Source: an optimization exercise on an open RTL-to-GDS flow (aim: small area, a short achievable clock period and few clock cycles per item). Production flows keep margins and buffers that such runs may drop. Function was checked by simulation only, so behaviour that the tests miss may differ from the original. Power figures rest on the tool's default switching activity, not on a simulated workload.

run 1:
==> flow/design.v (excerpt) <==
module matrix_mul #(
    parameter BITS = 8,  
    parameter WIDTH = 4,  
    parameter HEIGHT_A = 4,  
    parameter WIDTH_B = 4  
)(
    input logic clk,  
    input logic reset,  
    input logic start,  
    input logic [HEIGHT_A*WIDTH*BITS-1:0] i_array_a,  
    input logic [WIDTH*WIDTH_B*BITS-1:0] i_array_b,  
    output logic [HEIGHT_A*WIDTH_B*2*BITS-1:0] o_array_res,  
    output logic done  
);
export LEC_CHECK = 0
export CAP_MARGIN = 20
export CORE_MARGIN = 2
export CORE_UTILIZATION = 55
export SETUP_SLACK_MARGIN = 2.65
export SLEW_MARGIN = 20
export SYNTH_HIERARCHICAL = 1
create_clock -name core_clock -period 8.0 [get_ports {clk}]
run.sh (not shown) runs the stock make flow with config.mk's settings and CLKGATE_MAP_FILE= SYNTH_SCRIPT=/design/flow/synth_recipe.tcl, a recipe that flattens the netlist after the stock synthesis.
Testbench counts of run 1, summed over its fixed seeds: cycles 2,000, items 2,000.
diff inputs: run 1 => run 2
Settings: a change of SLEW_MARGIN from 20 to 10; a change of SETUP_SLACK_MARGIN from 2.65 to 2.4; a change of CAP_MARGIN from 20 to 10; a change of CORE_UTILIZATION from 55 to 62.
## What came out
Delta (run 2 minus run 1): worst setup slack after layout moved down; routed wire length moved down; clock transition at the registers of the reported paths level; first-iteration DRC count moved down.
Relative to run 1, the power after layout measured on run 2 has decreased by a few percent.
In run 2, fraction of area in multi-input gates is higher than in run 1.
Diff run 2 and run 1: largest net degree at the start of global routing lower in run 2
Re global-route usage over all layers: run 2 is 2.0 points up on run 1.
[run 2 vs run 1] path length in cells of the critical path: lower in run 2
Edits applied to the flow inputs when going from run 2 to run 3:
Settings: SETUP_SLACK_MARGIN changed from 2.4 to 2.5.
Notes after the runs:
Run 3 vs run 2 — slack of the critical path rose 0.13 ns.
First-iteration DRC count (run 3 vs. run 2) increases by more than 10%
Total power consumption of the routed design: run 3 > run 2
Cmp run 3 vs run 2: critical path depth higher in run 3
Cell count after placement came out higher on run 3 than on run 2.
Clock network area share across run 2 and run 3: no real change.
Compared with run 2, in run 3 net load switching power went up; number of global-route vias before repair went up; multi-input combinational cell count did not really move.
Modified inputs, run 4 compared to run 3
Settings: CORE_UTILIZATION changed from 62 to 55.
Results
The higher register fraction of the total cell area came out of run 3.
Compared with run 3, run 4 shows a via count that is 509 lower.
Non-clock buffer count was lower in run 3 than in run 4.
Going from run 3 to run 4, die area grows by 25,000 um^2.
Run 4 against run 3; power after layout is down by a few percent.
The share of total power in the clock network number comes out lower for run 3 vs run 4.
Run 4 finished every stage and its layout cleared the timing, design-rule and antenna checks.

* * *

matrix_mul, a different RTL version from the one above (not shown whole).
For scale: ~510 flip-flops.
make LEC_CHECK=0 CAP_MARGIN=20 CORE_MARGIN=2 CORE_UTILIZATION=55 SETUP_SLACK_MARGIN=2.5 SLEW_MARGIN=20 SYNTH_HIERARCHICAL=1 finish   # period 8.0 ns
Testbench counts at the start, summed over its fixed seeds: cycles 2,000, items 2,000.
Then changed:
- CORE_UTILIZATION: 55 -> 40
What happened:
- setup slack degrades by 0.040 ns
- synthesized cell count is unchanged
- design area rose by 1.8%
- utilization went down by 16 points

* * *

matrix_mul with an RTL version that a note above also has.
For scale: about 10000 cells after synthesis, roughly 510 flip-flops, about 520 I/O pins.
==> flow/config.mk <==
export PLATFORM = sky130hd
export DESIGN_NAME = matrix_mul
export DESIGN_NICKNAME = matrix_mul
export VERILOG_FILES = /design/flow/design.v
export SDC_FILE = /design/flow/constraint.sdc
export NUM_CORES = 4
export LEC_CHECK = 0
export CAP_MARGIN = 5
export CORE_MARGIN = 2
export CORE_UTILIZATION = 55
export SETUP_SLACK_MARGIN = 2.5
export SLEW_MARGIN = 5
export SYNTH_HIERARCHICAL = 1
==> flow/constraint.sdc <==
create_clock -name core_clock -period 8.0 [get_ports {clk}]
set_input_delay 1.6000 -clock core_clock [delete_from_list [all_inputs] [get_ports {clk}]]
set_output_delay 1.6000 -clock core_clock [all_outputs]
set_load 0.01 [all_outputs]
Testbench counts at the start, summed over its fixed seeds: cycles 2,000, items 2,000.
Then changed:
CAP_MARGIN = 20   (was 5)
SLEW_MARGIN = 20   (was 5)
The changed run completed with no timing, DRC or antenna violations.
Die area stays the same.
Core utilization stays flat.
Via count barely changes.

what the ideal ports hide:
No port has a modelled driver above. Below, the same layouts with a new extraction and two added sets of constraints. Step 1 assumes that a clkbuf_16 drives the clock port and a buf_2 every other input. Step 2, shift: input delay + t, output delay - t, t = (earliest + latest rising clock arrival at the registers) / 2. This alone moves slack from input paths to output paths. a / b / c = no drivers / after step 1 / after step 2; a / b = the first two.
run	t (ns)	setup slack, ns	worst setup path after step 2	slew at the worst register clock pin (ns)
run 1	0.847	2.535 / 2.584 / 1.738	input to register	0.09 / 0.09
run 2	0.835	2.330 / 2.345 / 1.510	input to register	0.09 / 0.09
run 3	0.870	2.465 / 2.452 / 1.664	input to register	0.07 / 0.07
run 4	0.847	2.457 / 2.387 / 1.540	input to register	0.07 / 0.07
the first run of note 2	0.830	2.433 / 2.482 / 1.665	input to register	0.07 / 0.07
the second run of note 2	0.821	2.394 / 2.381 / 1.647	input to register	0.08 / 0.08
the first run of note 3	0.857	2.439 / 2.389 / 1.583	input to register	0.08 / 0.08
the second run of note 3	0.847	2.423 / 2.404 / 1.558	input to register	0.08 / 0.08
After both steps every run listed still meets setup and hold. For run 4, which loses most, drivers alone change the setup slack by -0.070 ns; drivers and shift together by -0.917 ns.
